Background: an optimization exercise with open tools, aiming at small area. Do not read the settings as production practice. Where RTL was checked, it was by simulation tests only, not by an equivalence proof against the original. Function not checked in runs 5 and 6: the RTL went through the layout flow alone. No activity file was given, so power comes from the tool's default toggle rates.

**design/flow/design.v**
```verilog
package PCIE_PKG;
    typedef struct packed {                                 
        logic   [15:0]              zeros;
        logic   [15:0]              crc16;
        logic   [7:0]               acknak_seq_num_l;
        logic   [3:0]               reserved_l;
        logic   [3:0]               acknak_seq_num_h;
        logic   [7:0]               reserved_h;
        logic   [7:0]               dllp_type;
    } dllp_ACKNAK_packet_t;
    typedef struct packed {                                  
        logic   [15:0]              zeros;
        logic   [15:0]              crc16;
        logic   [23:0]              arbitrary_value;
        logic   [7:0]               dllp_type;
    } dllp_NOP_packet_t;
    typedef struct packed {                                  
        logic   [15:0]              zeros;
        logic   [15:0]              crc16;
        logic   [7:0]               dataFC_l;
        logic   [1:0]               hdrFC_l;
        logic   [1:0]               dataScale;
        logic   [3:0]               dataFC_h;
        logic   [1:0]               hdrScale;
        logic   [5:0]               hdrFC_h;
        logic   [7:0]               dllp_type;
    } dllp_FC_packet_t;
endpackage
module DLL_DLCMSM (
   input   wire    sclk,
   input   wire    srst_n,
   input   wire   init1_end_i,
   input   wire   init2_end_i,
   output  wire [1:0]    DLCM_state_o,
   output  wire          DLCM_change_o
);
localparam              S_INACTIVE = 2'd0,
                        S_INIT1    = 2'd1,
                        S_INIT2    = 2'd2,
                        S_ACTIVE   = 2'd3;
reg    [1:0]         state, state_n;
always_ff @(posedge sclk) begin
    if (!srst_n) state <= S_INACTIVE;
    else         state <= state_n;
end
always_comb begin
   state_n = state;
   case (state)
      S_INACTIVE: state_n = S_INIT1;
      S_INIT1:    if (init1_end_i) state_n = S_INIT2;
      S_INIT2:    if (init2_end_i) state_n = S_ACTIVE;
      default:    state_n = S_ACTIVE;
   endcase
end
assign DLCM_state_o  = state;
assign DLCM_change_o = !srst_n || (state_n != state);
endmodule
module DLL_DLLP_Generator
#(
    parameter   PIPE_DATA_WIDTH             = 256,
    parameter   SEQ_BITS                    = 12,
    parameter   CREDIT_LIMIT_P_HEADER       = 16,
    parameter   CREDIT_LIMIT_P_DATA         = 16,
    parameter   CREDIT_LIMIT_NP_HEADER      = 16,
    parameter   CREDIT_LIMIT_CPL_HEADER     = 16,
    parameter   CREDIT_LIMIT_CPL_DATA       = 16
)
(
    input   wire                                    sclk,
    input   wire                                    clear_i,                 
    input   wire     [1:0]                          DLCM_state_i,
    output  wire                                    init1_send_o,
    output  wire                                    init2_send_o,
    input 	wire	[11:0]		                    cc_p_h_i,
    input 	wire	[11:0]		                    cc_p_d_i,
	input 	wire	[11:0]		                    cc_np_h_i,
	input 	wire	[11:0]		                    cc_cpl_h_i,
    input 	wire	[11:0]		                    cc_cpl_d_i,
    output  wire                                    updatefc_p_o,
    output  wire                                    updatefc_np_o,
    output  wire                                    updatefc_cpl_o,
    input   wire                                    NAK_scheduled_i,
    input   wire    [SEQ_BITS-1:0]                  next_rcv_seq_i,
    output  wire    [PIPE_DATA_WIDTH-1:0]           dllp_data_o,
    output  wire                                    dllp_valid_o,
    input   wire                                    arb_ready_i
);
localparam  S_IDLE     = 4'd0,
            S_CRC_P    = 4'd1,
            S_SEND_P   = 4'd2,
            S_CRC_NP   = 4'd3,
            S_SEND_NP  = 4'd4,
            S_CRC_CPL  = 4'd5,
            S_SEND_CPL = 4'd6,
            S_CRC_AN   = 4'd7,
            S_SEND_AN  = 4'd8,
            S_WAIT     = 4'd9;
function automatic [15:0] dllp_crc(input [31:0] d);
    reg [15:0] c;
    begin
        c = 16'hFFFF;
        for (int i = 0; i < 32; i++) begin
            if (c[15] ^ d[31 - i]) c = {c[14:0], 1'b0} ^ 16'h100B;
            else                   c = {c[14:0], 1'b0};
        end
        dllp_crc = ~c;
    end
endfunction
wire active = (DLCM_state_i == 2'd3);
reg [3:0]   state, state_n;
reg [9:0]   cnt;
reg         sent;
always_comb begin
    state_n = state;
    case (state)
        S_IDLE:     state_n = S_CRC_P;
        S_CRC_P:    state_n = S_SEND_P;
        S_SEND_P:   if (arb_ready_i) state_n = S_CRC_NP;
        S_CRC_NP:   state_n = S_SEND_NP;
        S_SEND_NP:  if (arb_ready_i) state_n = S_CRC_CPL;
        S_CRC_CPL:  state_n = S_SEND_CPL;
        S_SEND_CPL: if (arb_ready_i) state_n = active ? S_CRC_AN : S_WAIT;
        S_CRC_AN:   state_n = S_SEND_AN;
        S_SEND_AN:  if (arb_ready_i) state_n = S_WAIT;
        S_WAIT:     if (&cnt) state_n = active ? S_IDLE : S_SEND_P;
        default:    state_n = S_IDLE;
    endcase
end
always_ff @(posedge sclk) begin
    if (clear_i) begin
        state   <= S_IDLE;
        cnt     <= 10'd0;
        sent    <= 1'b0;
    end
    else begin
        state   <= state_n;
        if (state == S_WAIT) begin
            cnt     <= cnt + 10'd1;
            sent    <= 1'b1;
        end
    end
end
reg [7:0]   p_h, np_h, cpl_h;
reg [11:0]  p_d, cpl_d, seq;
reg         nak;
always_ff @(posedge sclk) begin
    if (state == S_IDLE) begin
        p_h     <= cc_p_h_i[7:0];
        p_d     <= cc_p_d_i;
        np_h    <= cc_np_h_i[7:0];
        cpl_h   <= cc_cpl_h_i[7:0];
        cpl_d   <= cc_cpl_d_i;
        seq     <= next_rcv_seq_i;
        nak     <= NAK_scheduled_i;
    end
end
wire snd_p   = (state == S_SEND_P);
wire snd_np  = (state == S_SEND_NP);
wire snd_cpl = (state == S_SEND_CPL);
wire snd_an  = (state == S_SEND_AN);
reg [7:0]   typ;
reg [7:0]   hdr;
reg [11:0]  dat;
always_comb begin
    typ = 8'd0;
    hdr = 8'd0;
    dat = 12'd0;
    if (!active) begin
        typ[7] = DLCM_state_i[1];
        typ[6] = 1'b1;
        typ[5] = snd_cpl;
        typ[4] = snd_np;
        hdr    = snd_p  ? CREDIT_LIMIT_P_HEADER[7:0] :
                 snd_np ? CREDIT_LIMIT_NP_HEADER[7:0] : CREDIT_LIMIT_CPL_HEADER[7:0];
        dat    = snd_p  ? CREDIT_LIMIT_P_DATA[11:0] :
                 snd_np ? 12'd0 : CREDIT_LIMIT_CPL_DATA[11:0];
    end
    else begin
        typ[7] = !snd_an;
        typ[5] = snd_cpl;
        typ[4] = snd_np | (snd_an & !nak);
        hdr    = snd_p  ? p_h  :
                 snd_np ? np_h :
                 snd_cpl ? cpl_h : 8'd0;
        dat    = snd_p  ? p_d :
                 snd_np ? 12'd0 :
                 snd_cpl ? cpl_d : seq;
    end
end
wire [31:0] body = {dat[7:0], hdr[1:0], 2'b00, dat[11:8], 2'b00, hdr[7:2], typ};
assign dllp_data_o  = {176'd0, 16'd0, dllp_crc(body), body, 16'hACF0};
assign dllp_valid_o = snd_p | snd_np | snd_cpl | snd_an;
assign updatefc_p_o   = active & snd_p   & arb_ready_i;
assign updatefc_np_o  = active & snd_np  & arb_ready_i;
assign updatefc_cpl_o = active & snd_cpl & arb_ready_i;
assign init1_send_o = sent;
assign init2_send_o = sent;
endmodule
module DLL_Decoder
#( 
    parameter       PIPE_DATA_WIDTH     = 256,
    parameter       CREDIT_DEPTH        = 12
)
(   
    input   wire                                    sclk,
    input   wire                                    srst_n,
    output  wire                                    init1_received_o,
    output  wire                                    init2_received_o,
    input   wire                                    pipe2dll_valid_i,
    input   wire     [PIPE_DATA_WIDTH-1:0]          pipe2dll_data_i,
    output  wire                                    NAK_scheduled_o,
    output  wire      [11:0]                        next_rcv_seq_o,
    output  wire      [15:0]                        acknak_seq_num_o,
    output  wire      [1:0]                         acknak_seq_en_o,
    output   wire     [PIPE_DATA_WIDTH-1:0]          dll2tl_data_o,
    output   wire     [2:0]                          dll2tl_data_en_o,
    output   wire     [CREDIT_DEPTH-1:0]             ep_cc_p_h_o,
    output   wire     [CREDIT_DEPTH-1:0]             ep_cc_p_d_o,
    output   wire                                    ep_cc_p_en_o,
    output   wire     [CREDIT_DEPTH-1:0]             ep_cc_np_h_o,
    output   wire                                    ep_cc_np_en_o,
    output   wire     [CREDIT_DEPTH-1:0]             ep_cc_cpl_h_o,
    output   wire     [CREDIT_DEPTH-1:0]             ep_cc_cpl_d_o,
    output   wire                                    ep_cc_cpl_en_o,
    output   wire     [CREDIT_DEPTH-1:0]             ep_cl_p_h_o,
    output   wire     [CREDIT_DEPTH-1:0]             ep_cl_p_d_o,
    output   wire     [CREDIT_DEPTH-1:0]             ep_cl_np_h_o,
    output   wire     [CREDIT_DEPTH-1:0]             ep_cl_cpl_h_o,
    output   wire     [CREDIT_DEPTH-1:0]             ep_cl_cpl_d_o
);
function automatic [15:0] dllp_crc(input [31:0] d);
    reg [15:0] c;
    begin
        c = 16'hFFFF;
        for (int i = 0; i < 32; i++) begin
            if (c[15] ^ d[31 - i]) c = {c[14:0], 1'b0} ^ 16'h100B;
            else                   c = {c[14:0], 1'b0};
        end
        dllp_crc = ~c;
    end
endfunction
wire dllp_tok = (pipe2dll_data_i[15:0] == 16'hACF0);
localparam  D_IDLE  = 2'd0,
            D_OK    = 2'd1,      
            D_BAD   = 2'd2,      
            D_GET   = 2'd3;
reg [1:0]   dstate;
reg [7:0]   f_hdr;
reg [11:0]  f_dat;
reg [3:0]   f_act;               
wire crc_ok = (pipe2dll_data_i[63:48] == dllp_crc(pipe2dll_data_i[47:16]));
always_ff @(posedge sclk) begin
    if (!srst_n)
        dstate <= D_IDLE;
    else case (dstate)
        D_IDLE:  if (pipe2dll_valid_i && dllp_tok) dstate <= crc_ok ? D_OK : D_BAD;
        D_OK:    dstate <= D_GET;
        default: dstate <= D_IDLE;
    endcase
end
always_ff @(posedge sclk) begin
    if (dstate == D_IDLE) begin
        f_hdr <= {pipe2dll_data_i[29:24], pipe2dll_data_i[39:38]};
        f_dat <= {pipe2dll_data_i[35:32], pipe2dll_data_i[47:40]};
        f_act <= (pipe2dll_data_i[19:16] == 4'd0) ? pipe2dll_data_i[23:20] : 4'hF;
    end
end
wire get = (dstate == D_GET);
reg [7:0]   cl_p_h, cl_np_h, cl_cpl_h, cc_p_h, cc_np_h, cc_cpl_h;
reg [11:0]  cl_p_d, cl_cpl_d, cc_p_d, cc_cpl_d, an_num;
reg         i2_p, i2_np, i2_cpl;
reg         cc_p_en, cc_np_en, cc_cpl_en;
reg [1:0]   an_en;
always_ff @(posedge sclk) begin
    if (!srst_n) begin
        cl_p_h  <= 8'd0;  cl_p_d  <= 12'd0;
        cl_np_h <= 8'd0;
        cl_cpl_h <= 8'd0; cl_cpl_d <= 12'd0;
        cc_p_h  <= 8'd0;  cc_p_d  <= 12'd0;
        cc_np_h <= 8'd0;
        cc_cpl_h <= 8'd0; cc_cpl_d <= 12'd0;
        i2_p <= 1'b0; i2_np <= 1'b0; i2_cpl <= 1'b0;
        an_num  <= 12'd0;
    end
    else if (get) begin
        case (f_act)
            4'h4: begin cl_p_h   <= f_hdr; cl_p_d   <= f_dat; end
            4'h5: begin cl_np_h  <= f_hdr; end
            4'h6: begin cl_cpl_h <= f_hdr; cl_cpl_d <= f_dat; end
            4'hC: i2_p   <= 1'b1;
            4'hD: i2_np  <= 1'b1;
            4'hE: i2_cpl <= 1'b1;
            4'h8: begin cc_p_h   <= f_hdr; cc_p_d   <= f_dat; end
            4'h9: begin cc_np_h  <= f_hdr; end
            4'hA: begin cc_cpl_h <= f_hdr; cc_cpl_d <= f_dat; end
            4'h0, 4'h1: an_num <= f_dat;
            default: ;
        endcase
    end
end
always_ff @(posedge sclk) begin
    cc_p_en   <= srst_n & get & (f_act == 4'h8);
    cc_np_en  <= srst_n & get & (f_act == 4'h9);
    cc_cpl_en <= srst_n & get & (f_act == 4'hA);
    an_en     <= {srst_n & get & (f_act == 4'h1), srst_n & get & (f_act == 4'h0)};
end
assign init1_received_o = (|cl_p_h) && (|cl_p_d) && (|cl_np_h) && (|cl_cpl_h) && (|cl_cpl_d);
assign init2_received_o = i2_p && i2_np && i2_cpl;
assign ep_cl_p_h_o   = {4'd0, cl_p_h};
assign ep_cl_p_d_o   = cl_p_d;
assign ep_cl_np_h_o  = {4'd0, cl_np_h};
assign ep_cl_cpl_h_o = {4'd0, cl_cpl_h};
assign ep_cl_cpl_d_o = cl_cpl_d;
assign ep_cc_p_h_o   = {4'd0, cc_p_h};
assign ep_cc_p_d_o   = cc_p_d;
assign ep_cc_np_h_o  = {4'd0, cc_np_h};
assign ep_cc_cpl_h_o = {4'd0, cc_cpl_h};
assign ep_cc_cpl_d_o = cc_cpl_d;
assign ep_cc_p_en_o   = cc_p_en;
assign ep_cc_np_en_o  = cc_np_en;
assign ep_cc_cpl_en_o = cc_cpl_en;
assign acknak_seq_en_o  = an_en;
assign acknak_seq_num_o = {4'd0, an_num};
localparam  T_IDLE  = 3'd0,
            T_GETP  = 3'd1,
            T_SEQ   = 3'd2,
            T_SENDH = 3'd3,
            T_DONEH = 3'd4,
            T_SENDD = 3'd5,
            T_DONED = 3'd6;
reg [2:0]   tstate, tstate_n;
reg [127:0] hdr;
reg [255:0] pipe_q [4];
reg         np, match, last0;
reg [1:0]   m;                   
reg [2:0]   c;                   
reg [11:0]  next_rcv_seq;
reg         nak;
reg [2:0]   en;
wire        in_np  = (pipe2dll_data_i[3:0] == 4'hF);
wire [5:0]  len_m6 = pipe2dll_data_i[9:4] - 6'd6;       
wire [2:0]  in_n   = len_m6[5:3];
wire [11:0] in_seq = in_np ? {pipe2dll_data_i[19:16],  pipe2dll_data_i[31:24]}
                           : {pipe2dll_data_i[115:112], pipe2dll_data_i[127:120]};
wire posted = (hdr[7:0] == 8'h60);
reg shift;
always_comb begin
    shift    = 1'b0;
    tstate_n = tstate;
    case (tstate)
        T_IDLE:  if (pipe2dll_valid_i && !dllp_tok)
                     tstate_n = (in_np || in_n == 3'd0) ? T_SEQ : T_GETP;
        T_GETP:  begin
                     shift = 1'b1;
                     if (c[1:0] == m) tstate_n = T_SEQ;
                 end
        T_SEQ:   begin
                     shift    = !c[2];
                     tstate_n = match ? T_SENDH : T_IDLE;
                 end
        T_SENDH: begin
                     shift    = !c[2];
                     tstate_n = T_DONEH;
                 end
        T_DONEH: begin
                     shift    = !c[2];
                     tstate_n = last0 ? T_IDLE : T_SENDD;
                 end
        T_SENDD: tstate_n = T_DONED;
        T_DONED: begin
                     if (c[1:0] == m) tstate_n = T_IDLE;
                     else begin
                         shift    = 1'b1;
                         tstate_n = T_SENDD;
                     end
                 end
        default: tstate_n = T_IDLE;
    endcase
end
always_ff @(posedge sclk) begin
    if (!srst_n) tstate <= T_IDLE;
    else         tstate <= tstate_n;
end
always_ff @(posedge sclk) begin
    if (tstate == T_IDLE) begin
        hdr   <= in_np ? pipe2dll_data_i[159:32] : pipe2dll_data_i[255:128];
        np    <= in_np;
        last0 <= in_np || in_n == 3'd0;
        m     <= in_n[1:0] - 2'd1;
        match <= (in_seq == next_rcv_seq);
        c     <= 3'd0;
    end
    else if (shift)
        c     <= c + 3'd1;
end
always_ff @(posedge sclk) begin
    if (shift) begin
        pipe_q[0] <= pipe_q[1];
        pipe_q[1] <= pipe_q[2];
        pipe_q[2] <= pipe_q[3];
        pipe_q[3] <= pipe2dll_data_i;
    end
end
always_ff @(posedge sclk) begin
    if (!srst_n) begin
        next_rcv_seq <= 12'd0;
        nak          <= 1'b0;
    end
    else if (tstate == T_SEQ) begin
        if (match) next_rcv_seq <= next_rcv_seq + 12'd1;
        nak <= !match;
    end
end
always_ff @(posedge sclk) begin
    if (!srst_n) en <= 3'd0;
    else case (tstate)
        T_SENDH: en <= np ? 3'd3 : posted ? 3'd1 : 3'd5;
        T_SENDD: en <= posted ? 3'd2 : 3'd6;
        T_DONEH, T_DONED: en <= 3'd7;
        default: en <= 3'd0;
    endcase
end
assign dll2tl_data_o    = {pipe_q[0][255:128] & {128{tstate[1]}},
                           tstate[1] ? pipe_q[0][127:0] : hdr};
assign dll2tl_data_en_o = en;
assign next_rcv_seq_o  = next_rcv_seq;
assign NAK_scheduled_o = nak;
endmodule
module DLL_RD(
	input wire sclk,
	input wire srst_n,
	input wire [11:0] cc_p_h_i,		         
    input wire [11:0] cc_p_d_i,		         
	input wire [11:0] cc_np_h_i,		     
	input wire [11:0] cc_cpl_h_i,	         
    input wire [11:0] cc_cpl_d_i,            
	output wire [255:0] dll2tl_data_o,
    output wire [2:0] dll2tl_data_en_o,
    output wire [11:0] ep_cc_p_h_o,
    output wire [11:0] ep_cc_p_d_o,
	output wire ep_cc_p_en_o,
    output wire [11:0] ep_cc_np_h_o,
    output wire ep_cc_np_en_o,
    output wire [11:0] ep_cc_cpl_h_o,
    output wire [11:0] ep_cc_cpl_d_o,
    output wire ep_cc_cpl_en_o,
    output wire [11:0] ep_cl_p_h_o,
    output wire [11:0] ep_cl_p_d_o,
    output wire [11:0] ep_cl_np_h_o,
    output wire [11:0] ep_cl_cpl_h_o,
    output wire [11:0] ep_cl_cpl_d_o,
	output wire ep_cl_en_o,
	output wire updatefc_p_o,
	output wire updatefc_np_o,
	output wire updatefc_cpl_o,
	input wire arb_ready_i,
	output wire dllp_valid_o,
	output wire [255:0] dllp_data_o,
	input pipe2dll_valid_i,
	input wire [255:0] pipe2dll_data_i,
	output wire [15:0] acknak_seq_num_o,
    output wire [1:0] acknak_seq_en_o,
	output wire [1:0] dlcm_state
);
assign ep_cl_en_o = (dlcm_state == 2'd3);
wire init1_send;
wire init2_send;
wire init1_received;
wire init2_received;
wire dlcm_change;
wire NAK_scheduled;
wire [11:0] next_rcv_seq;
DLL_DLCMSM dlcmsm 
(
	.sclk(sclk),
	.srst_n(srst_n),
	.init1_end_i(init1_send & init1_received),
	.init2_end_i(init2_send & init2_received),
	.DLCM_state_o(dlcm_state),
	.DLCM_change_o(dlcm_change)
);
DLL_DLLP_Generator dllp_generator
(
	.sclk(sclk),
	.clear_i(dlcm_change),
	.DLCM_state_i(dlcm_state),
	.init1_send_o(init1_send),
	.init2_send_o(init2_send),
	.cc_p_h_i(cc_p_h_i),
	.cc_p_d_i(cc_p_d_i),
	.cc_np_h_i(cc_np_h_i),
	.cc_cpl_h_i(cc_cpl_h_i),
	.cc_cpl_d_i(cc_cpl_d_i),
	.updatefc_p_o(updatefc_p_o),
	.updatefc_np_o(updatefc_np_o),
	.updatefc_cpl_o(updatefc_cpl_o),
	.NAK_scheduled_i(NAK_scheduled),
	.next_rcv_seq_i(next_rcv_seq),
	.arb_ready_i(arb_ready_i),
	.dllp_data_o(dllp_data_o),
	.dllp_valid_o(dllp_valid_o)
);
DLL_Decoder decoder
(
	.sclk(sclk),
	.srst_n(srst_n),
	.init1_received_o(init1_received),
	.init2_received_o(init2_received),
	.pipe2dll_valid_i(pipe2dll_valid_i),
	.pipe2dll_data_i(pipe2dll_data_i),
	.NAK_scheduled_o(NAK_scheduled),
	.next_rcv_seq_o(next_rcv_seq),
	.acknak_seq_num_o(acknak_seq_num_o),
	.acknak_seq_en_o(acknak_seq_en_o),
	.dll2tl_data_o(dll2tl_data_o),
	.dll2tl_data_en_o(dll2tl_data_en_o),
	.ep_cc_p_h_o(ep_cc_p_h_o),
	.ep_cc_p_d_o(ep_cc_p_d_o),	
	.ep_cc_p_en_o(ep_cc_p_en_o),
	.ep_cc_np_h_o(ep_cc_np_h_o),
	.ep_cc_np_en_o(ep_cc_np_en_o),
	.ep_cc_cpl_h_o(ep_cc_cpl_h_o),
	.ep_cc_cpl_d_o(ep_cc_cpl_d_o),
	.ep_cc_cpl_en_o(ep_cc_cpl_en_o),
	.ep_cl_p_h_o(ep_cl_p_h_o),
	.ep_cl_p_d_o(ep_cl_p_d_o),
	.ep_cl_np_h_o(ep_cl_np_h_o),
	.ep_cl_cpl_h_o(ep_cl_cpl_h_o),
	.ep_cl_cpl_d_o(ep_cl_cpl_d_o)
);
endmodule
```
**design/flow/flow/run.sh**
```bash
#!/bin/bash
# The standard layout (the standard.sh: ORFS synthesis, floorplan, place, CTS, route,
# finish), with the port buffers that global placement inserts made from
# sky130_fd_sc_hd__buf_1 instead of the cell buffer_ports picks by default.
set -euo pipefail
cd "$(dirname "$0")/.."
bash standard.sh "BUFFER_PORTS_ARGS=-buffer_cell sky130_fd_sc_hd__buf_1" finish > make_finish.log 2>&1
```
**design/flow/standard.sh**
```bash
#!/bin/bash
# synth_recipe.tcl (not shown) runs the flow's synth.tcl, then flattens the netlist and writes it again
# the make line also repeats each setting of config.mk as NAME=value (left out here)
make -C /OpenROAD-flow-scripts/flow DESIGN_CONFIG=/design/flow/config.mk WORK_HOME=/design/flow/orfs CLKGATE_MAP_FILE= SYNTH_SCRIPT=/design/flow/synth_recipe.tcl "${@:-finish}"
```
**design/flow/config.mk**
```make
export PLATFORM = sky130hd
export DESIGN_NAME = DLL_RD
export DESIGN_NICKNAME = DLL_RD
export VERILOG_FILES = /design/flow/design.v
export SDC_FILE = /design/flow/constraint.sdc
export NUM_CORES = 4
export LEC_CHECK = 0
export CAP_MARGIN = 20
export CORE_MARGIN = 2
export CORE_UTILIZATION = 40
export CTS_BUF_LIST = sky130_fd_sc_hd__clkbuf_16
export CTS_CLUSTER_DIAMETER = 80
export CTS_CLUSTER_SIZE = 30
export PLACE_DENSITY = 0.6
export SLEW_MARGIN = 20
```
**design/flow/constraint.sdc**
```tcl
create_clock -name core_clock -period 6.0 [get_ports {sclk}]
set_input_delay 1.2000 -clock core_clock [delete_from_list [all_inputs] [get_ports {sclk}]]
set_output_delay 1.2000 -clock core_clock [all_outputs]
set_load 0.01 [all_outputs]
```
==> impl_metrics.toml, run 1 <==
[outcome]
status = "timing/DRC/antenna clean"

[grt]
grt_pass1_wl_mm = 183
grt_max_degree = 200
grt_overflow = 0
grt_pass1_vias = 26200
grt_use_total_pct = 18.5
antenna_found_initial = 30

[synth]
ys_seq_area_share_pct = 75.8
syn_inst = 3361
ys_warn_count = 4
syn_avg_cell_area_sq_um = 15.9
async_flop_share_pct = 0
synth.area.top_cells = "edfxtp_1 (70%), dfxtp_1 (5.9%), nand2_1 (4.3%)"
synth_edf_count = 1242
yosysTopAreaCell = "edfxtp_1"
synth_seq_cells = 1399
ys.flop_type = "edfxtp_1"
netlist_area_sq_um = 53400
yosysTopAreaCellShare_pct = 69.9
synth_cell_types = 80

[routing]
wl_met1_mm = 55.9
num_vias = 27900
drtIter0Drc = 2295
dr.pass1.iters = 5
met2_wirelength_mm = 62.2
wl_per_cell_um = 22.1
top_layer = "met5"
drcViolationCount = 0
routed-wl-met3_mm = 9.43
ant_nets = 0
drt_wl_total_mm = 131
viasPerCell = 4.72

[sta]
timing.final.ws_setup_ns = 0.233
setup_viol = 0
slew_violations = 0
finalCritPeriodShare_pct = 96.1
maxSlewHeadroom_pct = 26.3
skew_ns = 0.0367
period_needed_ns = 5.77
worst_slew_pin_slew_ns = 1.11
clock.fmax_mhz = 173
hold_violations = 0

[clock_network]
clkSinkCount = 1399
postCtsHoldBufs = 0
cts_buffers = 70
clock_latency_ns = 0.69
htree_levels = 3
clockBufferDepth = 3
clock-root-buffer = "clkbuf_16"
cts_tree = "done"
clk_pin_slew_ns = 0.10

[cells_and_area]
nNetsFinal = 4424
final_layout_size_suffix_gt1_share_pct = 8.61
num-fill-cells = 11800
syn_to_final_growth_pct = 12.6

[power_and_ir_drop]
p_per_area_nw_per_um2 = 440
leakage_uw = 0.0206
ir_drop_v = 0.000377
power_uw = 26400

[worst_setup_path]
rr_worst_depth = 7
critPathKind = "flop to output pin"
crit_fanout = 12
start_kind = "flop"
ff2ff_setup_slack_ns = 2.81
reg2reg_from = "decoder.tstate[1]"
cp.arrival_ns = 4.57
critPathRequiredTime_ns = 4.80
critPathCaptureType = "output pin"
r2r_end = "decoder.pipe_q[2][231]"

[min_path]
hold_class = "flop to flop"
min_from = "decoder.pipe_q[2][114]"
hold_path_end = "decoder.pipe_q[1][114]"
min_path_cells = 0

[floorplanning]
rows = 134
start_util_pct = 40.1
die-area_sq_um = 136000
ioPinCount = 983
die_x_um = 369
dieHeight_um = 369
core-area_sq_um = 133000

[placed_design]
pre_cts_slack_ns = 0.453
port_buffers = 726
gp_congestion = 0.859
hpwlAfterDp_mm = 92.3

[flow_run]
max_cap_violations = 0
-- cells in the mapped netlist (19+ instances only) --
cell      instances
edfxtp_1       1242
nand2_1         613
buf_4           245
dfxtp_1         157
and2_1          146
mux2_2          136
clkbuf_1        106
xnor2_1         105
a21boi_0         96
nor2_1           75
xor2_1           55
mux2i_1          47
xnor3_1          31
a21oi_1          28
nor2b_1          27
o21ai_0          27
nor4_1           19
-- layout make-up --
| cell class | instances | area [sq um] | area share, % |
|---|---|---|---|
| Clock buffer | 72 | 1800 | 3.00 |
| Antenna cell | 9 | 22.5 | 0.0375 |
| Timing Repair Buffer | 790 | 3350 | 5.58 |
| Sequential cell | 1399 | 40400 | 67.3 |
| Multi-Input combinational cell | 1829 | 11600 | 19.3 |
| Inverter | 10 | 42.5 | 0.0708 |
| Clock inverter | 44 | 609 | 1.01 |
| Tap cell | 1768 | 2210 | 3.68 |
-- logic make-up after synthesis --
family	share of synthesized area [%]
flops	75.8
other cells	0.0141
compound gates	2.74
buf+inv	4.41
fa+ha+maj	0.0938
simple gates	8.26
xor+xnor	4.98
mux	3.75
-- what timing repair did --
item,CTS,global route
gates resized for setup,4,7
buffers inserted,0,9
endpoints found under the setup margin,7,4
pin swaps,1,5
gates cloned,0,0
-- per-stage QoR --
stage	instance area, sq um	hold WS [ns]	instances	setup TNS [ns]	util [%]
2_1_floorplan	54300	0.400	3603	-	-
3_3_place_gp	57500	0.400	5786	0	43.3
3_5_place_dp	57600	0.405	5787	0	43.3
4_1_cts	60000	0.398	5903	0	45.1
5_1_grt	60100	0.394	5918	-0.00544	45.2
6_report	60100	0.391	5921	0	45.2
-- critical path, cell delays in order, from the launching register on --
cell	delay [ns]
dfxtp_1	0.35
buf_4	0.20
nor3b_1	0.21
buf_4	0.19
o21ai_0	0.15
a221oi_4	0.38
xnor3_1	0.49
xor3_1	0.25
xor2_1	0.21
o21ai_2	0.11
xnor2_2	0.35
xnor3_1	0.49
xor3_1	0.38
buf_1	0.14
-- power breakdown --
group	total, uW	switching, uW	leakage (uW)	internal (uW)
logic	4900	3470	0.00630	1430
registers	15800	770	0.0131	15000
clock network	5750	3320	0.00118	2430
-- metal layers --
metal  vias up  track usage, %
li1      12900               -
met1     13900            25.3
met2       957            29.6
met3       158            4.28
met4        12            5.09
met5         -               0
-- worst max-delay path by stage --
stage	to	slack [ns]	from	depth (start not counted)
finish	dllp_data_o[51]	0.23	dllp_generator.state[1]	13
global route	dllp_data_o[51]	-0.005	dllp_generator.state[2]	12
CTS	dllp_data_o[52]	0.000006	dllp_generator.state[3]	11
detailed placement	dllp_data_o[52]	0.45	dllp_generator.state[2]	12
global placement	dllp_data_o[52]	0.46	dllp_generator.state[2]	12
floorplan	decoder.c[2]	-12.04	decoder.tstate[1]	7
-- cells in the final DEF, fill, tap and decap left out, types with 8 or more instances in the layout --
cell type / netlist / final
inv_1: 9 / 16
clkbuf_16: 0 / 72
xnor3_1: 31 / 31
mux2_2: 136 / 136
xor3_1: 11 / 11
nor3_1: 14 / 13
inv_6: 0 / 9
and3_1: 13 / 13
nand3_1: 16 / 16
and2_1: 146 / 146
a21oi_1: 28 / 28
buf_12: 0 / 11
nor2_1: 75 / 73
a21boi_0: 96 / 96
buf_4: 245 / 52
o21ai_0: 27 / 25
buf_1: 4 / 725
mux2i_1: 47 / 46
xnor2_1: 105 / 105
nor2b_1: 27 / 27
diode_2: 0 / 9
xor2_1: 55 / 55
edfxtp_1: 1242 / 1242
nand2_1: 613 / 612
nand2b_1: 8 / 8
nor4_1: 19 / 15
nand4_1: 12 / 12
dfxtp_1: 157 / 153
conb_1: 2 / 244
-- registers in the layout, indices dropped and copies added (netlist names), 10 cells and up --
name,flops
dllp_generator.seq,12
decoder.cl_cpl_d,12
decoder.pipe_q,1024
decoder.an_num,12
decoder.cl_p_d,12
decoder.hdr,128
decoder.cc_cpl_d,12
decoder.cc_p_d,12
dllp_generator.cnt,10
dllp_generator.p_d,12
decoder.f_dat,12
dllp_generator.cpl_d,12
decoder.next_rcv_seq,12
==> run 2, diff against run 1 <==
--- a/design/flow/config.mk
+++ b/design/flow/config.mk
@@ -6,5 +6,5 @@
 export NUM_CORES = 4
 export LEC_CHECK = 0
-export CAP_MARGIN = 20
+export CAP_MARGIN = 5
 export CORE_MARGIN = 2
 export CORE_UTILIZATION = 40
@@ -13,3 +13,3 @@
 export CTS_CLUSTER_SIZE = 30
 export PLACE_DENSITY = 0.6
-export SLEW_MARGIN = 20
+export SLEW_MARGIN = 5
==> impl_metrics.toml, run 2 <==
[clock_network]
postCtsHoldBufs = 0
clkSinkCount = 1399
clock_latency_ns = 0.70
cts_tree = "done"
clock-root-buffer = "clkbuf_16"
cts_buffers = 72
clockBufferDepth = 3
htree_levels = 3
clk_pin_slew_ns = 0.11

[placed_design]
hpwlAfterDp_mm = 92.6
port_buffers = 726
dp.cells = 5786
gp_congestion = 0.859

[synth]
syn_inst = 3361
synth_mux_area_share_pct = 3.75
ys_warn_count = 4
syn_avg_cell_area_sq_um = 15.9
yosys.area_share.adder_pct = 0.0938
async_flop_share_pct = 0
synth_xor_xnor_area_share_pct = 4.98
ys_seq_area_share_pct = 75.8
ys_top_cells_by_count = "edfxtp_1 (1242), nand2_1 (613), buf_4 (245)"
synth_seq_cells = 1399
synth.area.top_cells = "edfxtp_1 (70%), dfxtp_1 (5.9%), nand2_1 (4.3%)"
yosysTopAreaCell = "edfxtp_1"
ys.flop_type = "edfxtp_1"
synth_top_family_by_area = "simple AND/OR/NAND/NOR gates"
yosys.area_share.simple_pct = 8.26
yosysMostFrequentCell = "edfxtp_1"
synth_cell_types = 80
synth_edf_count = 1242
netlist_area_sq_um = 53400
synth_compound_area_share_pct = 2.74
yosysTopAreaCellShare_pct = 69.9

[sta]
period_needed_ns = 5.76
slew_violations = 0
worst_slew_pin_slew_ns = 1.24
hold_ws_ns = 0.378
grt_setup_unrepaired = "no"
setup_viol = 0
hold_violations = 0
skew_ns = 0.0438
finalCritPeriodShare_pct = 96.0
maxSlewHeadroom_pct = 17.3
clock.fmax_mhz = 174
setup_tns_ns = 0

[outcome]
status = "timing/DRC/antenna clean"

[floorplanning]
start_util_pct = 40.1
die-area_sq_um = 136000
die_x_um = 369
core-area_sq_um = 133000
rows = 134
dieHeight_um = 369
ioPinCount = 983

[cells_and_area]
regMostFlops = "decoder.pipe_q"
largest_register_ff_count = 1024
final_layout_size_suffix_gt1_share_pct = 8.70
largestRegisters = "decoder.pipe_q (1024), decoder.hdr (128)"
most-common-layout-cells = "edfxtp_1 (1242), buf_1 (725), nand2_1 (612)"
syn_to_final_growth_pct = 12.8
fin_cells = 5928
mostFrequentLayoutCell = "edfxtp_1"
nNetsFinal = 4426

[power_and_ir_drop]
leakage_uw = 0.0207
p_per_area_nw_per_um2 = 442
ir_drop_v = 0.000380

[worst_setup_path]
startpoint = "dllp_generator.state[3]"
start_kind = "flop"
critPathKind = "flop to output pin"
crit_fanout = 12
critPathRequiredTime_ns = 4.80
critPathCaptureType = "output pin"
reg2reg_from = "decoder.tstate[1]"
cp.arrival_ns = 4.56

[grt]
met1_usage_pct = 25.2
grt_pass1_wl_mm = 184
grt_pass1_vias = 26400
grt_overflow = 0
grt-busiest-layer = "met2"
grt_max_degree = 200
grt_use_met2_pct = 30.1
grt.met3_usage_pct = 4.39
antenna_found_initial = 27
grt_use_total_pct = 18.6

[routing]
drt_wl_total_mm = 131
drtIter0Drc = 2324
viasPerCell = 4.73
dr.pass1.iters = 5
drcViolationCount = 0
wl_per_cell_um = 22.2
ant_nets = 0
num_vias = 28000

[min_path]
hold_class = "flop to flop"
min_from = "decoder.pipe_q[2][114]"

[flow_run]
max_cap_violations = 0
## run 2: cell counts after synthesis
Identical to the previous run, type by type.
## run 2: final cells by class
cell class / count / area (sq um)
tap: 1768 / 2210
inverter: 10 / 42.5
clock buffer: 73 / 1830
fill: 11900 / 72800
timing repair buffer: 790 / 3350
clock inverter: 49 / 696
sequential: 1399 / 40400
multi-input combinational: 1829 / 11600
antenna: 10 / 25.0
## run 2: logic make-up (layout without fill, tap and decap cells)
| group | count (synthesis) | in the layout |
|---|---|---|
| AOI/OAI and AO/OA | 203 | 203 |
| xor gates and xnor gates | 217 | 217 |
| adders and majority gates | 4 | 4 |
| buffers and inverters | 375 | 922 |
| DFF | 1399 | 1399 |
| muxes | 183 | 183 |
| other | 2 | 254 |
| and+or+nand+nor | 978 | 978 |
## run 2: per-layer routing
layer	share of wire (%)	wire length [um]
met1	43	56600
met2	48	63000
met3	6.9	9050
met4	1.9	2540
met5	0.057	75
## run 2: power by group
part	internal, uW	total (uW)	leakage, uW	switching, uW
Combinational	1430	4910	0.00628	3480
Clock	2460	5920	0.00123	3450
Sequential	15000	15800	0.0131	771
## run 2: what timing repair did
| item | in CTS | in global routing |
|---|---|---|
| cloned | 0 | 0 |
| pin swaps | 2 | 5 |
| endpoints found under the setup margin | 10 | 5 |
| setup buffers | 0 | 9 |
| gates resized for setup | 8 | 3 |
## run 2: through the flow
step           instance area [sq um]  utilization, %  setup WS (ns)  total power (uW)
2_1_floorplan                  54300               -         -12.04             18600
3_3_place_gp                   57500            43.3          0.456             20900
3_5_place_dp                   57500            43.3          0.446             21100
4_1_cts                        60100            45.2         0.0484             27000
5_1_grt                        60200            45.3         0.0136             27900
6_report                       60200            45.3          0.241             26600
## run 2: final timing paths
path,endpoint,slack [ns],cells past startpoint
setup reg to reg,decoder.pipe_q[2][217],2.85,7
hold reg to reg,decoder.pipe_q[1][114],0.38,0
hold / removal,decoder.pipe_q[1][114],0.38,0
setup / recovery,dllp_data_o[52],0.24,11
## run 2: critical path, stage by stage, from the launching register on
cell	delay [ns]
dfxtp_1	0.42
or3b_4	0.53
nor2_2	0.26
a211oi_1	0.07
a211o_1	0.40
xor2_4	0.26
xnor3_2	0.48
xnor3_2	0.48
xor2_2	0.19
xnor2_2	0.21
xnor3_1	0.43
buf_1	0.14
==> run 3, diff against run 2 <==
==> design/flow/config.mk (replaced) <==
export PLATFORM = sky130hd
export DESIGN_NAME = DLL_RD
export DESIGN_NICKNAME = DLL_RD
export VERILOG_FILES = /design/flow/design.v
export SDC_FILE = /design/flow/constraint.sdc
export NUM_CORES = 4
export LEC_CHECK = 0
export CAP_MARGIN = 20
export CORE_MARGIN = 2
export CORE_UTILIZATION = 60
export CTS_BUF_LIST = sky130_fd_sc_hd__clkbuf_16
export CTS_CLUSTER_DIAMETER = 80
export CTS_CLUSTER_SIZE = 30
export PLACE_DENSITY = 0.75
export SLEW_MARGIN = 20
==> impl_metrics.toml, run 3 <==
[power_and_ir_drop]
pwr-share-seq_pct = 62.4
sw_frac_of_total_pct = 28.0
ir_drop_v = 0.000415
clkPwrFrac_pct = 18.4
p_per_area_nw_per_um2 = 433
intPower_uw = 18200
combPwrFrac_pct = 19.2
p_sw_uw = 7110
leakage_uw = 0.0202

[clock_network]
cts_tree = "done"
clock-root-buffer = "clkbuf_16"
clockBufferDepth = 3
cts_buffers = 56
postCtsHoldBufs = 0
clock_latency_ns = 0.68
htree_levels = 2
clk_pin_slew_ns = 0.11
clkSinkCount = 1399

[routing]
drtIter0Drc = 2682
drt_wl_total_mm = 123
ant_nets = 0
dr.pass1.iters = 5
viasPerCell = 5.34
wl_per_cell_um = 23.4
drcViolationCount = 0
num_vias = 28200

[synth]
ys_top_cells_by_count = "edfxtp_1 (1242), nand2_1 (613), buf_4 (245)"
ys_seq_area_share_pct = 75.8
syn_avg_cell_area_sq_um = 15.9
yosysMostFrequentCell = "edfxtp_1"
synth_edf_count = 1242
netlist_area_sq_um = 53400
yosysTopAreaCellShare_pct = 69.9
async_flop_share_pct = 0
yosysTopAreaCell = "edfxtp_1"
synth_seq_cells = 1399
synth.area.top_cells = "edfxtp_1 (70%), dfxtp_1 (5.9%), nand2_1 (4.3%)"
synth_cell_types = 80
ys.flop_type = "edfxtp_1"
syn_inst = 3361
ys_warn_count = 4

[grt]
grt_use_total_pct = 26.0
grt_pass1_vias = 26200
antenna_found_initial = 20
grt_max_degree = 169
grt_overflow = 0
grt_pass1_wl_mm = 172

[floorplanning]
ioPinCount = 983
die-area_sq_um = 91400
rows = 109
die_x_um = 302
core-area_sq_um = 88200
start_util_pct = 60.5
dieHeight_um = 302

[placed_design]
port_buffers = 726
gp_congestion = 0.866
hpwlAfterDp_mm = 88.1

[cells_and_area]
nNetsFinal = 4396
utilization_pct = 66.3
regMostFlops = "decoder.pipe_q"
largestRegisters = "decoder.pipe_q (1024), decoder.hdr (128)"
final_layout_size_suffix_gt1_share_pct = 7.49
syn_to_final_growth_pct = 9.58
mostFrequentLayoutCell = "edfxtp_1"
most-common-layout-cells = "edfxtp_1 (1242), buf_1 (725), nand2_1 (611)"
largest_register_ff_count = 1024

[worst_setup_path]
start_kind = "flop"
critPathCaptureType = "output pin"
crit_fanout = 13
critical_path.max_stage_delay_ns = 0.63
crit_chain = "or2_1, o22ai_1, a221oi_4, xnor3_1, xor3_1, xor2_1, o21ai_2, xnor2_2, xnor3_1, xor3_1, buf_1"
crit_family = "XOR/XNOR gates"
ff2ff_setup_slack_ns = 2.50
critPathRequiredTime_ns = 4.80
crit_buf_inv = 1
critPathKind = "flop to output pin"
slowest_stage = "dfxtp_1"
cp.arrival_ns = 4.54

[sta]
finalCritPeriodShare_pct = 95.6
period_needed_ns = 5.74
grt_setup_unrepaired = "no"
worst_slew_pin_slew_ns = 1.06
clock.fmax_mhz = 174
setup_viol = 0
hold_violations = 0
slew_violations = 0
setup_tns_ns = 0
skew_ns = 0.0337
maxSlewHeadroom_pct = 28.8

[flow_run]
max_cap_violations = 0

[min_path]
hold_class = "flop to flop"

[outcome]
status = "timing/DRC/antenna clean"
run 3: area by class of cell:
type / instances / area [sq um]
antenna: 13 / 32.5
clock buffer: 58 / 1450
clock inverter: 28 / 228
fill: 6111 / 29700
inverter: 10 / 42.5
multi-input combinational: 1829 / 11600
sequential: 1399 / 40400
tap: 1165 / 1460
timing repair buffer: 776 / 3210
run 3: through the flow:
stage | instance area (sq um) | hold WS (ns) | power, uW | setup WS, ns | cells
floorplan | 54300 | 0.400 | 18600 | -12.04 | 3603
finish | 58500 | 0.406 | 25400 | 0.264 | 5278
global placement | 56700 | 0.400 | 20700 | 0.460 | 5174
global route | 58500 | 0.417 | 26400 | 0.0169 | 5269
CTS | 58400 | 0.410 | 25500 | 0.00523 | 5260
detailed placement | 56700 | 0.405 | 21000 | 0.408 | 5174
run 3: metal layers:
layer	up-vias	GRT usage (%)	share of wire [%]	wire, um
met5	-	0	0.10	127
met4	18	7.26	2.8	3430
met3	172	6.21	8.8	10900
met2	1199	43.0	49	60600
met1	13900	34.9	39	48200
li1	12900	-	-	-
run 3: path summary, 6_finish.rpt:
| path | from | end | cells past startpoint |
|---|---|---|---|
| worst max-delay path | dllp_generator.state[0] | dllp_data_o[51] | 11 |
| worst min-delay path | decoder.pipe_q[1][20] | decoder.pipe_q[0][20] | 0 |
| worst max register to register | decoder.tstate[1] | decoder.pipe_q[0][189] | 7 |
| worst min register to register | decoder.pipe_q[1][20] | decoder.pipe_q[0][20] | 0 |
run 3: cell families after synthesis:
| logic type | after synthesis | share of synthesized area, % |
|---|---|---|
| flops | 1399 | 75.8 |
| simple gates | 978 | 8.26 |
| buf+inv | 375 | 4.41 |
| xor+xnor | 217 | 4.98 |
| compound gates | 203 | 2.74 |
| mux | 183 | 3.75 |
| fa+ha+maj | 4 | 0.0938 |
| other cells | 2 | 0.0141 |
run 3: power by group through the flow:
stage / combinational, uW / clock, uW / sequential (uW)
final: 4860 / 4670 / 15800
after floorplan: 3050 / 0 / 15600
after global routing: 5260 / 5060 / 16100
after global placement: 4860 / 0 / 15900
after detailed placement: 4900 / 0 / 16100
after CTS: 4910 / 4770 / 15800
run 3: repair_timing:
action | in CTS | in global routing
gates resized for setup | 4 | 9
setup endpoints to repair | 7 | 6
hold endpoints to repair | 0 | 0
pin swaps | 1 | 4
setup buffers | 0 | 5
run 3: worst register-to-register path: cells and delay by family, from the launching register on:
| kind | cells | cell delay [ns] |
|---|---|---|
| buf+inv | 3 | 1.35 |
| flops | 1 | 0.79 |
| compound gates | 3 | 0.73 |
| simple gates | 1 | 0.12 |
==> run 4, diff against run 3 <==
--- a/design/flow/config.mk
+++ b/design/flow/config.mk
@@ -8,8 +8,8 @@
 export CAP_MARGIN = 20
 export CORE_MARGIN = 2
-export CORE_UTILIZATION = 60
+export CORE_UTILIZATION = 40
 export CTS_BUF_LIST = sky130_fd_sc_hd__clkbuf_16
-export CTS_CLUSTER_DIAMETER = 80
-export CTS_CLUSTER_SIZE = 30
-export PLACE_DENSITY = 0.75
+export CTS_CLUSTER_DIAMETER = 60
+export CTS_CLUSTER_SIZE = 36
+export PLACE_DENSITY = 0.6
 export SLEW_MARGIN = 20
==> impl_metrics.toml, run 4 <==
[routing]
dr.pass1.iters = 8
wl_per_cell_um = 21.9
viasPerCell = 4.71
drcViolationCount = 0
num_vias = 28300
ant_nets = 0
drt_wl_total_mm = 132
drtIter0Drc = 2270

[worst_setup_path]
critPathRequiredTime_ns = 4.80
reg2reg_from = "decoder.tstate[1]"
crit_chain = "or3b_4, nor2_2, a211oi_1, a211o_1, xor2_4, xnor3_2, xnor3_2, xor2_2, xnor2_2, xnor3_1, buf_1"
cp.arrival_ns = 4.57
critPathCaptureType = "output pin"
cp_common_cell = "xnor3_2"
start_kind = "flop"
ff2ff_setup_slack_ns = 2.79
crit_buf_inv = 1
rr_worst_depth = 7
r2r_end = "decoder.pipe_q[0][141]"
crit_fanout = 12
critPathKind = "flop to output pin"
crit_family = "XOR/XNOR gates"
critical_path.max_stage_delay_ns = 0.53
slowest_stage = "or3b_4"

[sta]
hold_violations = 0
clock.fmax_mhz = 173
maxSlewHeadroom_pct = 26.1
slew_violations = 0
hold_ws_ns = 0.381
period_needed_ns = 5.77
setup_tns_ns = 0
grt_setup_unrepaired = "no"
skew_ns = 0.0459
worst_slew_pin_slew_ns = 1.10
finalCritPeriodShare_pct = 96.2
setup_viol = 0

[synth]
syn_inst = 3361
ys_warn_count = 4
synth_top_family_by_area = "simple AND/OR/NAND/NOR gates"
synth.area.top_cells = "edfxtp_1 (70%), dfxtp_1 (5.9%), nand2_1 (4.3%)"
ys.flop_type = "edfxtp_1"
synth_compound_area_share_pct = 2.74
synth_mux_area_share_pct = 3.75
synth_xor_xnor_area_share_pct = 4.98
ys_top_cells_by_count = "edfxtp_1 (1242), nand2_1 (613), buf_4 (245)"
yosysTopAreaCell = "edfxtp_1"
yosysMostFrequentCell = "edfxtp_1"
synth_edf_count = 1242
netlist_area_sq_um = 53400
synth_cell_types = 80
synth_seq_cells = 1399
async_flop_share_pct = 0
yosys.area_share.adder_pct = 0.0938
ys_seq_area_share_pct = 75.8
syn_avg_cell_area_sq_um = 15.9
yosys.area_share.simple_pct = 8.26
yosysTopAreaCellShare_pct = 69.9

[power_and_ir_drop]
leakage_uw = 0.0214
ir_drop_v = 0.000378
p_per_area_nw_per_um2 = 465

[cells_and_area]
final_layout_size_suffix_gt1_share_pct = 10.6
most-common-layout-cells = "edfxtp_1 (1242), buf_1 (725), nand2_1 (612)"
mostFrequentLayoutCell = "edfxtp_1"
largestRegisters = "decoder.pipe_q (1024), decoder.hdr (128)"
largest_register_ff_count = 1024
syn_to_final_growth_pct = 15.6
regMostFlops = "decoder.pipe_q"
nNetsFinal = 4465

[floorplanning]
die_x_um = 369
rows = 134
core-area_sq_um = 133000
start_util_pct = 40.1
die-area_sq_um = 136000
dieHeight_um = 369
ioPinCount = 983

[outcome]
status = "timing/DRC/antenna clean"

[grt]
grt_use_total_pct = 18.7
grt_pass1_wl_mm = 185
antenna_found_initial = 27
grt_overflow = 0
grt_max_degree = 200
grt_pass1_vias = 26600

[flow_run]
max_cap_violations = 0

[min_path]
min_from = "decoder.pipe_q[3][163]"
min_path_cells = 0
hold_path_end = "decoder.pipe_q[2][163]"
hold_class = "flop to flop"

[clock_network]
postCtsHoldBufs = 0
clk_pin_slew_ns = 0.10
cts_tree = "done"
clock_latency_ns = 0.75
clockBufferDepth = 3
clock-root-buffer = "clkbuf_16"
htree_levels = 3
clkSinkCount = 1399
cts_buffers = 109

[placed_design]
gp_congestion = 0.859
port_buffers = 726
hpwlAfterDp_mm = 92.3
run 4: what timing repair did:
action / CTS / global route
setup endpoints to repair: 10 / 5
resized for setup: 7 / 5
cloned: 0 / 0
buffers inserted: 0 / 11
pin swaps: 2 / 5
run 4: kinds of logic after synthesis:
logic type,after synthesis
buffers and inverters,375
xor gates and xnor gates,217
other,2
and+or+nand+nor,978
DFF,1399
AOI/OAI and AO/OA,203
muxes,183
adders and majority gates,4
run 4: where the power goes:
| part | total, uW | leakage (uW) | switching [uW] | internal (uW) |
|---|---|---|---|---|
| Clock | 7950 | 0.00197 | 3990 | 3960 |
| Combinational | 4910 | 0.00631 | 3480 | 1430 |
| Sequential | 15800 | 0.0131 | 775 | 15000 |
run 4: layer usage:
layer  vias up  wire length (um)  part of all wire (%)  GRT usage (%)
met1     14000             56500                    43           25.4
met5         -                84                 0.064              0
met3       196              9430                   7.2           4.50
li1      13100                 -                     -              -
met4        14              3130                   2.4           5.40
met2       961             62600                    48           30.0
run 4: cell type report:
class	count	area, sq um
Timing Repair Buffer	792	3370
Clock buffer	110	2750
Tap cell	1768	2210
Multi-Input combinational cell	1829	11600
Fill cell	11700	71200
Antenna cell	5	12.5
Clock inverter	96	1270
Sequential cell	1399	40400
Inverter	10	42.5
run 4: how the worst max path moves through the flow:
stage,start,end,slack (ns),depth (start not counted)
final,dllp_generator.state[3],dllp_data_o[52],0.23,11
after global routing,dllp_generator.state[2],dllp_data_o[54],0.0002,11
after CTS,dllp_generator.state[1],dllp_data_o[51],0.04,13
after detailed placement,dllp_generator.state[2],dllp_data_o[52],0.45,12
after global placement,dllp_generator.state[2],dllp_data_o[52],0.46,12
after floorplan,decoder.tstate[1],decoder.c[2],-12.04,7
run 4: per-stage QoR:
step	worst slack [ns]	cells	cell area (sq um)	utilization [%]	total power (uW)
6_report	0.231	6009	61700	46.4	28700
5_1_grt	0.000249	6008	61700	46.4	30000
4_1_cts	0.0397	5993	61600	46.3	29100
3_5_place_dp	0.453	5787	57600	43.3	21100
3_3_place_gp	0.456	5786	57500	43.3	20900
2_1_floorplan	-12.04	3603	54300	-	18600
==> run 5, diff against run 4 <==
--- a/design/flow/design.v
+++ b/design/flow/design.v
@@ -343,8 +343,10 @@
 wire [11:0] in_seq = in_np ? {pipe2dll_data_i[19:16],  pipe2dll_data_i[31:24]}
                            : {pipe2dll_data_i[115:112], pipe2dll_data_i[127:120]};
-wire posted = (hdr[7:0] == 8'h60);
-reg shift;
+reg         posted;              
+reg shift_c;         
+reg adv_hi;          
 always_comb begin
-    shift    = 1'b0;
+    shift_c  = 1'b0;
+    adv_hi   = 1'b0;
     tstate_n = tstate;
     case (tstate)
@@ -352,17 +354,17 @@
                      tstate_n = (in_np || in_n == 3'd0) ? T_SEQ : T_GETP;
         T_GETP:  begin
-                     shift = 1'b1;
+                     shift_c = 1'b1;
                      if (c[1:0] == m) tstate_n = T_SEQ;
                  end
         T_SEQ:   begin
-                     shift    = !c[2];
+                     shift_c  = !c[2];
                      tstate_n = match ? T_SENDH : T_IDLE;
                  end
         T_SENDH: begin
-                     shift    = !c[2];
+                     shift_c  = !c[2];
                      tstate_n = T_DONEH;
                  end
         T_DONEH: begin
-                     shift    = !c[2];
+                     shift_c  = !c[2];
                      tstate_n = last0 ? T_IDLE : T_SENDD;
                  end
@@ -371,5 +373,5 @@
                      if (c[1:0] == m) tstate_n = T_IDLE;
                      else begin
-                         shift    = 1'b1;
+                         adv_hi   = 1'b1;
                          tstate_n = T_SENDD;
                      end
@@ -378,4 +380,8 @@
     endcase
 end
+wire t_idle   = (tstate == T_IDLE);
+wire t_sendd  = (tstate == T_SENDD);
+wire shift_hi = shift_c | adv_hi;
+wire shift_lo = shift_c | t_sendd;
 always_ff @(posedge sclk) begin
     if (!srst_n) tstate <= T_IDLE;
@@ -383,21 +389,33 @@
 end
 always_ff @(posedge sclk) begin
-    if (tstate == T_IDLE) begin
-        hdr   <= in_np ? pipe2dll_data_i[159:32] : pipe2dll_data_i[255:128];
-        np    <= in_np;
-        last0 <= in_np || in_n == 3'd0;
-        m     <= in_n[1:0] - 2'd1;
-        match <= (in_seq == next_rcv_seq);
-        c     <= 3'd0;
+    hdr <= (hdr                      & {128{!t_idle && !t_sendd}})
+         | (pipe2dll_data_i[159:32]  & {128{t_idle &&  in_np}})
+         | (pipe2dll_data_i[255:128] & {128{t_idle && !in_np}})
+         | (pipe_q[0][127:0]         & {128{t_sendd}});
+end
+always_ff @(posedge sclk) begin
+    if (t_idle) begin
+        np          <= in_np;
+        posted      <= (pipe2dll_data_i[135:128] == 8'h60);
+        last0       <= in_np || in_n == 3'd0;
+        m           <= in_n[1:0] - 2'd1;
+        match       <= (in_seq == next_rcv_seq);
+        c           <= 3'd0;
     end
-    else if (shift)
-        c     <= c + 3'd1;
+    else if (shift_hi)
+        c           <= c + 3'd1;
 end
 always_ff @(posedge sclk) begin
-    if (shift) begin
-        pipe_q[0] <= pipe_q[1];
-        pipe_q[1] <= pipe_q[2];
-        pipe_q[2] <= pipe_q[3];
-        pipe_q[3] <= pipe2dll_data_i;
+    if (shift_hi) begin
+        pipe_q[0][255:128] <= pipe_q[1][255:128];
+        pipe_q[1][255:128] <= pipe_q[2][255:128];
+        pipe_q[2][255:128] <= pipe_q[3][255:128];
+        pipe_q[3][255:128] <= pipe2dll_data_i[255:128];
+    end
+    if (shift_lo) begin
+        pipe_q[0][127:0]   <= pipe_q[1][127:0];
+        pipe_q[1][127:0]   <= pipe_q[2][127:0];
+        pipe_q[2][127:0]   <= pipe_q[3][127:0];
+        pipe_q[3][127:0]   <= pipe2dll_data_i[127:0];
     end
 end
@@ -421,6 +439,5 @@
     endcase
 end
-assign dll2tl_data_o    = {pipe_q[0][255:128] & {128{tstate[1]}},
-                           tstate[1] ? pipe_q[0][127:0] : hdr};
+assign dll2tl_data_o    = {pipe_q[0][255:128] & {128{tstate[1]}}, hdr};
 assign dll2tl_data_en_o = en;
 assign next_rcv_seq_o  = next_rcv_seq;
--- a/design/flow/config.mk
+++ b/design/flow/config.mk
@@ -8,8 +8,8 @@
 export CAP_MARGIN = 20
 export CORE_MARGIN = 2
-export CORE_UTILIZATION = 40
+export CORE_UTILIZATION = 60
 export CTS_BUF_LIST = sky130_fd_sc_hd__clkbuf_16
-export CTS_CLUSTER_DIAMETER = 60
-export CTS_CLUSTER_SIZE = 36
-export PLACE_DENSITY = 0.6
+export CTS_CLUSTER_DIAMETER = 80
+export CTS_CLUSTER_SIZE = 30
+export PLACE_DENSITY = 0.75
 export SLEW_MARGIN = 20
==> impl_metrics.toml, run 5 <==
[synth]
synth_edf_count = 1115
ys_warn_count = 4
yosysTopAreaCell = "edfxtp_1"
ys_top_cells_by_count = "edfxtp_1 (1115), dfxtp_1 (285), buf_4 (246)"
syn_inst = 3200
yosysTopAreaCellShare_pct = 64.6
syn_avg_cell_area_sq_um = 16.2
netlist_area_sq_um = 51900
yosysMostFrequentCell = "edfxtp_1"
synth_cell_types = 78
synth.area.top_cells = "edfxtp_1 (65%), dfxtp_1 (11%), buf_4 (3.6%)"
async_flop_share_pct = 0
ys.flop_type = "edfxtp_1"
ys_seq_area_share_pct = 75.6
synth_seq_cells = 1400

[sta]
maxSlewHeadroom_pct = 25.7
hold_violations = 0
setup_tns_ns = 0
worst_slew_pin_slew_ns = 1.11
slew_violations = 0
skew_ns = 0.0772
finalCritPeriodShare_pct = 95.2
setup_viol = 0
timing.final.ws_setup_ns = 0.288
clock.fmax_mhz = 175
hold_ws_ns = 0.368
period_needed_ns = 5.71

[routing]
num_vias = 28800
drcViolationCount = 0
ant_nets = 0
dr.pass1.iters = 7
drt_wl_total_mm = 136
viasPerCell = 5.64
wl_per_cell_um = 26.7
drtIter0Drc = 3349

[cells_and_area]
regMostFlops = "decoder.pipe_q"
multi_input_area_sq_um = 11300
largestRegisters = "decoder.pipe_q (1024), decoder.hdr (128)"
final_layout_size_suffix_gt1_share_pct = 4.86
largest_register_ff_count = 1024
utilization_pct = 66.8
syn_to_final_growth_pct = 10.0
mostFrequentLayoutCell = "edfxtp_1"
seq_area_sq_um = 39200
nNetsFinal = 4225
num-fill-cells = 6013
most-common-layout-cells = "edfxtp_1 (1115), buf_1 (725), dfxtp_1 (280)"

[clock_network]
cts_tree = "done"
clock-root-buffer = "clkbuf_16"
clkSinkCount = 1400
postCtsHoldBufs = 0
cts_buffers = 57
clk_pin_slew_ns = 0.12
clockBufferDepth = 3
htree_levels = 2
clock_latency_ns = 0.71

[floorplanning]
die_x_um = 298
core-area_sq_um = 85400
dieHeight_um = 298
start_util_pct = 60.7
die-area_sq_um = 88800
ioPinCount = 983
rows = 107

[min_path]
hold_class = "flop to flop"

[worst_setup_path]
startpoint = "dllp_generator.state[2]"
rr_worst_depth = 7
crit_fanout = 16
reg2reg_from = "decoder.tstate[1]"
cp.arrival_ns = 4.51
ff2ff_setup_slack_ns = 2.52
critPathRequiredTime_ns = 4.80
start_kind = "flop"
critPathCaptureType = "output pin"
timing.critical_path.to = "dllp_data_o[51]"
r2r_end = "decoder.hdr[118]"
critPathKind = "flop to output pin"

[outcome]
status = "timing/DRC/antenna clean"

[flow_run]
max_cap_violations = 0

[placed_design]
port_buffers = 726
gp_congestion = 0.893
pre_cts_slack_ns = 0.748
hpwlAfterDp_mm = 99.8

[power_and_ir_drop]
leakage_uw = 0.0197
p_per_area_nw_per_um2 = 493
ir_drop_v = 0.000888

[grt]
grt_use_total_pct = 30.0
grt_max_degree = 173
grt_pass1_wl_mm = 190
grt_overflow = 0
grt_pass1_vias = 26700
antenna_found_initial = 52
==> run 5: how the worst min path moves through the flow <==
stage | from | end | slack, ns | depth (start not counted)
after CTS | decoder.pipe_q[3][126] | decoder.pipe_q[2][126] | 0.37 | 0
after floorplan | decoder.pipe_q[1][0] | decoder.pipe_q[0][0] | 0.40 | 0
after detailed placement | decoder.pipe_q[1][100] | decoder.pipe_q[0][100] | 0.40 | 0
final | decoder.pipe_q[3][126] | decoder.pipe_q[2][126] | 0.37 | 0
after global placement | decoder.pipe_q[1][172] | decoder.pipe_q[0][172] | 0.40 | 0
after global routing | decoder.pipe_q[3][126] | decoder.pipe_q[2][126] | 0.39 | 0
==> run 5: cell type report <==
cell class / instances / share of cell area [%]
flip-flops and latches: 1400 / 68.7
multi-input cells: 1647 / 19.8
repair buffers: 779 / 5.61
clock buffers: 58 / 2.54
well taps: 1144 / 2.51
clock inverters: 47 / 0.662
inverters: 16 / 0.105
diodes: 17 / 0.0746
==> run 5: power breakdown <==
group / total, uW / internal (uW) / switching, uW
logic: 6170 / 1640 / 4540
clock network: 4820 / 1880 / 2940
registers: 17100 / 15900 / 1220
total: 28100 / 19400 / 8690
==> run 5: kinds of logic after synthesis <==
family	share of synthesized area, %
flops	75.6
fa+ha+maj	0.0965
xor+xnor	5.09
compound gates	6.69
buf+inv	4.69
simple gates	5.87
other cells	0.0145
mux	1.99
==> run 5: per-stage QoR <==
stage,total power (uW),cells,area (sq um)
after CTS,28200,5086,56900
after global placement,23200,4981,55100
after floorplan,20200,3442,52800
after global routing,29300,5100,57000
final,28100,5108,57000
after detailed placement,23500,4981,55100
==> run 5: layer usage <==
| metal | vias to the layer above | share of wire [%] | global-route usage (%) |
|---|---|---|---|
| met3 | 262 | 12 | 8.90 |
| met4 | 40 | 4.0 | 10.5 |
| met1 | 14300 | 37 | 39.8 |
| met5 | - | 0.18 | 0 |
| li1 | 12700 | - | - |
| met2 | 1529 | 47 | 47.8 |
==> run 5: timing repair <==
item / in CTS / in global routing
gates resized for setup: 1 / 8
endpoints found under the hold margin: 0 / 0
pin swaps: 0 / 2
endpoints found under the setup margin: 1 / 10
buffers inserted: 0 / 5
==> run 5: worst max-delay path, stage by stage, from the launching register on <==
cell	delay, ns
dfxtp_2	0.49
nor4bb_2	0.41
buf_4	0.29
nand2_1	0.11
and2_1	0.24
a21oi_1	0.28
nor3_4	0.07
buf_4	0.16
xnor2_4	0.15
xnor2_2	0.31
xnor3_1	0.49
xor2_2	0.29
xnor3_1	0.37
buf_1	0.14
==> run 6, diff against run 5 <==
--- a/design/flow/design.v
+++ b/design/flow/design.v
@@ -406,17 +406,15 @@
         c           <= c + 3'd1;
 end
+wire hold_c  = t_idle | (tstate == T_SENDD) |
+               ((tstate == T_SEQ || tstate == T_SENDH || tstate == T_DONEH) & c[2]);
+wire hold_hi = hold_c | ((tstate == T_DONED) & (c[1:0] == m));
+wire hold_lo = hold_c | (tstate == T_DONED);
+wire [255:0] sh_m = {{128{shift_hi}}, {128{shift_lo}}};
+wire [255:0] hd_m = {{128{hold_hi}},  {128{hold_lo}}};
 always_ff @(posedge sclk) begin
-    if (shift_hi) begin
-        pipe_q[0][255:128] <= pipe_q[1][255:128];
-        pipe_q[1][255:128] <= pipe_q[2][255:128];
-        pipe_q[2][255:128] <= pipe_q[3][255:128];
-        pipe_q[3][255:128] <= pipe2dll_data_i[255:128];
-    end
-    if (shift_lo) begin
-        pipe_q[0][127:0]   <= pipe_q[1][127:0];
-        pipe_q[1][127:0]   <= pipe_q[2][127:0];
-        pipe_q[2][127:0]   <= pipe_q[3][127:0];
-        pipe_q[3][127:0]   <= pipe2dll_data_i[127:0];
-    end
+    pipe_q[0] <= (pipe_q[0] & hd_m) | (pipe_q[1]       & sh_m);
+    pipe_q[1] <= (pipe_q[1] & hd_m) | (pipe_q[2]       & sh_m);
+    pipe_q[2] <= (pipe_q[2] & hd_m) | (pipe_q[3]       & sh_m);
+    pipe_q[3] <= (pipe_q[3] & hd_m) | (pipe2dll_data_i & sh_m);
 end
 always_ff @(posedge sclk) begin
==> impl_metrics.toml, run 6 <==
[outcome]
status = "timing/DRC/antenna clean"

[routing]
num_vias = 37700
viasPerCell = 6.03
ant_nets = 0
wl_per_cell_um = 25.0
drtIter0Drc = 4028
drt_wl_total_mm = 156
dr.pass1.iters = 5

[grt]
grt_pass1_wl_mm = 226
grt_max_degree = 227
grt_use_total_pct = 33.6
grt_overflow = 0
antenna_found_initial = 30
grt_pass1_vias = 33600

[floorplanning]
rows = 107
die-area_sq_um = 88300
die_x_um = 297

[synth]
netlist_area_sq_um = 51500
yosysTopAreaCell = "dfxtp_1"
ys_warn_count = 4
syn_inst = 4587
yosys.area_share.simple_pct = 6.02
synth_compound_area_share_pct = 23.2
synth_seq_cells = 1400
synth_edf_count = 91
synth.area.top_cells = "dfxtp_1 (51%), a22o_1 (17%), edfxtp_1 (5.3%)"
syn_avg_cell_area_sq_um = 11.2
yosysMostFrequentCell = "dfxtp_1"
yosysTopAreaCellShare_pct = 50.8
synth_top_family_by_area = "compound AO/OA/AOI/OAI gates"
yosys.area_share.adder_pct = 0.0971

[power_and_ir_drop]
power_uw = 30300
ir_drop_v = 0.000516
p_per_area_nw_per_um2 = 541
leakage_uw = 0.0224

[cells_and_area]
most-common-layout-cells = "dfxtp_1 (1304), a22o_1 (1025), buf_1 (726)"
largest_register_ff_count = 1024
final_layout_size_suffix_gt1_share_pct = 4.03
nNetsFinal = 5389
largestRegisters = "decoder.pipe_q (1024), decoder.hdr (128)"
fin_cells = 6251
syn_to_final_growth_pct = 8.62
utilization_pct = 65.7

[sta]
hold_violations = 0
hold_ws_ns = 0.462
maxSlewHeadroom_pct = 24.1
period_needed_ns = 5.84
clock.fmax_mhz = 171
worst_slew_pin_slew_ns = 1.14
finalCritPeriodShare_pct = 97.4
skew_ns = 0.0441
setup_viol = 0

[worst_setup_path]
cp.arrival_ns = 4.64
critPathRequiredTime_ns = 4.80
rr_worst_depth = 6
critPathKind = "flop to output pin"
crit_fanout = 14
ff2ff_setup_slack_ns = 2.73

[placed_design]
gp_congestion = 0.974
hpwlAfterDp_mm = 112
port_buffers = 726
dp.cells = 6146

[clock_network]
clkSinkCount = 1400
clock_latency_ns = 0.72
cts_buffers = 57
clockBufferDepth = 3
cts_tree = "done"
clock-root-buffer = "clkbuf_16"

[min_path]
hold_class = "flop to flop"
min_path_cells = 2

[flow_run]
max_cap_violations = 0
## run 6: cell count changes in the layout (fill, tap and decap cells not counted), moves of 62 or more
cell      change
a21boi_0     -92
a21oi_1      +98
a221o_1      -62
a22o_1      +959
a22oi_1      +62
dfxtp_1    +1024
edfxtp_1   -1024
mux2i_1      +67
o21ai_0      +78
## run 6: repair_timing
action | in CTS | in global routing
resized for setup | 11 | 21
buffers inserted | 0 | 4
pin swaps | 1 | 6
hold buffers | 0 | 0
hold endpoints to repair | 0 | 0
setup endpoints to repair | 4 | 4
## run 6: final cells by class
| type | instances | area, sq um |
|---|---|---|
| Tap cell | 1144 | 1430 |
| Multi-Input combinational cell | 2800 | 20400 |
| Clock inverter | 23 | 288 |
| Timing Repair Buffer | 788 | 3350 |
| Clock buffer | 57 | 1430 |
| Inverter | 18 | 70.1 |
| Antenna cell | 21 | 52.6 |
| Fill cell | 6839 | 29200 |
| Sequential cell | 1400 | 29000 |
## run 6: stage by stage
| stage | worst slack [ns] | area [sq um] | TNS [ns] |
|---|---|---|---|
| after floorplan | 1.20 | 52500 | 0 |
| after global placement | 0.613 | 54000 | 0 |
| after detailed placement | 0.577 | 54000 | 0 |
| after CTS | 0.0276 | 55800 | 0 |
| after global routing | -0.0232 | 56000 | -0.0408 |
| final | 0.157 | 56000 | 0 |
## run 6: cells by family after synthesis
group | after synthesis
AO/OA/AOI/OAI | 1512
XOR/XNOR | 240
adder cells (fa/ha/maj) | 4
buffers and inverters | 629
flip-flops | 1400
multiplexers | 172
other | 2
AND/OR/NAND/NOR | 628
## run 6: metal layers
layer / part of all wire, % / global-route usage, % / up-vias / routed length [um]
met5: 0.097 / 0 / - / 152
met4: 4.6 / 14.3 / 24 / 7210
met3: 10 / 9.58 / 323 / 15900
met2: 44 / 51.1 / 1710 / 69400
met1: 41 / 44.9 / 18400 / 63700
li1: - / - / 17300 / -
## run 6: worst max-delay path: stages, from the launching register on
cell and delay [ns]:
dfxtp_4 0.45, and4bb_1 0.30, buf_4 0.20, and2_1 0.21, o21ai_0 0.10, o211a_2 0.33, mux2_2 0.44, xnor2_2 0.26
xor2_1 0.19, xor3_2 0.56, xor2_2 0.24, xnor2_1 0.33, xnor2_2 0.18, buf_1 0.18
## run 6: worst paths after layout
kind | startpoint | endpoint
worst min register to register | decoder.an_num[11] | decoder.an_num[11]
worst min-delay path | decoder.an_num[11] | decoder.an_num[11]
worst max-delay path | dllp_generator.state[3] | dllp_data_o[52]
worst max register to register | decoder.tstate[1] | decoder.hdr[120]
## run 6: power by group
group	internal [uW]	switching, uW	total [uW]	leakage [uW]
Combinational	4610	5950	10600	0.00974
Sequential	12900	2030	14900	0.0118
Clock	1850	2980	4830	0.000860

Re-timed with assumed drivers on the ports (clkbuf_16 on the clock, buf_2 on other inputs), run 6 has 0.077 ns of setup slack against 0.157 ns with ideal ports, and 0.842 ns once port delays also move by the mid clock arrival of 0.764 ns.
